What follows belongs to an exercise in optimizing a design on an open flow for small area and a short achievable clock period; a production flow would make more cautious choices. In this exercise RTL edits were held to simulation tests only and were not proved equivalent to the original. No activity file was given, so power comes from the tool's default toggle rates.

v41:
==> flow/design.v (excerpt) <==
module fifo (size, data_out, full, empty, halffull, halfempty, data_in, write, read, clk_actual, rst);
    output [7:0] data_out;
    output       full;
    output       empty;
    output       halfempty;
    output       halffull;
    output [7:0] size;
    input  [7:0] data_in;
    input        write, read;
    input        clk_actual, rst;
    reg  [7:0]  data_out;
    wire        empty;
    reg         full, empty_n, halffull, halfempty;
    assign      empty = ~empty_n;
    reg  [6:0]  n;           
    reg  [7:0]  lo;          
    reg  [12:0] hi;          
    reg         w;           
    reg  [7:0]  mem [0:95];
    assign size = {1'b0, n};
    wire fl = hi[12];             
    wire nz = ~(lo[0] & hi[0]);   
    wire wa = write & ~fl;        
    wire ra = read & nz;    
    integer i;
    always @(posedge clk_actual)
        if (wa) begin
            mem[0] <= data_in;
            for (i = 1; i < 96; i = i + 1)
                mem[i] <= mem[i-1];
        end
    reg [7:0] col [0:7];
    reg [7:0] rd;
    integer g, k;
    always @* begin
        for (k = 0; k < 8; k = k + 1) begin
            col[k] = 8'h00;
            for (g = 0; g < 13; g = g + 1)
                if (8*g + k >= 1 && 8*g + k <= 96)
                    col[k] = col[k] | ({8{hi[g]}} & mem[8*g + k - 1]);
        end
        rd = 8'h00;
        for (k = 0; k < 8; k = k + 1)
            rd = rd | ({8{lo[k] & ra}} & col[k]);
    end
  ...
clock: 5.0 ns
lec_check: 0
cap_margin: 20
core_margin: 2
core_utilization: 55
setup_slack_margin: 3.0
slew_margin: 20
tns_end_percent: 5
standard.sh (not shown) runs the stock make flow with config.mk's settings and CLKGATE_MAP_FILE= SYNTH_SCRIPT=/design/flow/synth_recipe.tcl, a recipe that flattens the netlist after the stock synthesis.
==> flow/flow/run.sh <==
#!/bin/bash
# Layout flow: the standard ORFS flow (standard.sh), with clock tree
# synthesis set to larger sink clusters and no dummy loads, buf_4 as the port
# buffer, and repair free to change a cell's footprint. Make's output goes to
# flow_make.log here; each ORFS step keeps its own log under orfs/logs/.
set -euo pipefail
CTS="-sink_clustering_enable -repair_clock_nets -dont_use_dummy_load"
CTS="$CTS -sink_clustering_size 25 -sink_clustering_max_diameter 90"
bash standard.sh MATCH_CELL_FOOTPRINT=0 "CTS_ARGS=$CTS" \
  "BUFFER_PORTS_ARGS=-buffer_cell sky130_fd_sc_hd__buf_4" finish > flow_make.log 2>&1
Looking at the reports, v41 completed the entire flow and the layout it produced met the timing, design-rule and antenna checks.
> inputs changed (v41 -> v43)
Settings: TNS_END_PERCENT now 0, was 5; SETUP_SLACK_MARGIN now 2.9, was 3.0.
==> comparison <==
- v43 and v41 all finish clean.
- v41 → v43: part of the cycle the worst path needs -0.44 points; worst setup slack grew by 0.022 ns; overall power after layout lost 0.36%; global routing met1 resource utilization fell by 2.9 points.
- Across both runs, worst clock skew was lower for v43 than for v41.
The inputs of v34 differ from those of v43 as listed below.
Settings: SETUP_SLACK_MARGIN: 2.9 -> 2.8.
==> comparison <==
The via count reported for v34 is lower than the one for v43. For the buffer count from post-CTS setup fixing, v34 came in 20 lower than v43 did. Final cycle utilization of the critical path: v34 and v43 compared, lower one is v43. Maximum clock frequency of v34 falls short of that of v43 by more than 10%. v34 vs. v43: DRC marker count from the first detailed-route iteration went down by 3.8%. Area of all placed cells without fillers: v34 < v43. Compared with v43, v34 degrades post-layout minimum cycle time.
Input-level comparison between v1 and v34:
Settings: SETUP_SLACK_MARGIN: 2.8 -> 2.9.
==> flow/flow/run.sh <==
#!/bin/bash
# Layout flow: the standard ORFS flow (standard.sh), with clock tree
# synthesis set to larger sink clusters and no dummy loads, and repair free to
# change a cell's footprint. Make's output goes to flow_make.log here; each
# ORFS step keeps its own log under orfs/logs/.
set -euo pipefail
CTS="-sink_clustering_enable -repair_clock_nets -dont_use_dummy_load"
CTS="$CTS -sink_clustering_size 25 -sink_clustering_max_diameter 90"
bash standard.sh MATCH_CELL_FOOTPRINT=0 "CTS_ARGS=$CTS" finish > flow_make.log 2>&1
[summary]
Between v1 and v34, the difference in number of placed instances with taps included is negligible. Compared with v34, amount of wire on met3 after detailed routing in v1 increased by more than 10%. v1 vs v34: multi-input combinational area share up. Taking v34 as the reference point, the share of final-layout standard cells stronger than drive strength 1 of v1 rises by 6.2 points. Between v1 and v34, it is v1 whose worst path required time is higher, by 0.25 ns. On post-layout instance count excluding filler cells: v1 sits above v34. Final hold slack in v1 is 0.020 ns lower than in v34. v1 ended up with a lower ratio of final minimum period to clock period than v34 did. Global-route wire length before repair in v1 vs v34: up 5.4%. As of v1, final HPWL from detailed placement had risen by a few percent compared to v34.

re-timing with driven ports:
How much do the figures lean on ideal ports? The routed layouts below were timed once more, with nothing changed but the port constraints. Step 1 sets driving cells, clkbuf_16 on the clock port and buf_2 on the other inputs (assumed; they add their load-dependent delay and slew). Step 2, shift: input delay + t, output delay - t, t = (earliest + latest rising clock arrival at the registers) / 2. This alone moves slack from input paths to output paths. a / b / c = no drivers / after step 1 / after step 2; a / b = the first two.
run	t, ns	slack for setup (ns)	worst setup path after step 2	worst data-port slew with drivers (ns)
v41	0.631	2.827 / 2.772 / 2.333	input to register	0.04
v43	0.641	2.849 / 2.790 / 2.331	input to register	0.04
v34	0.637	2.546 / 2.546 / 2.132	input to register	0.04
v1	0.638	2.837 / 2.797 / 2.333	input to register	0.03
After both steps setup and hold are still met in every run listed. For v43, which loses most, drivers alone change the setup slack by -0.059 ns; drivers and shift together by -0.518 ns.
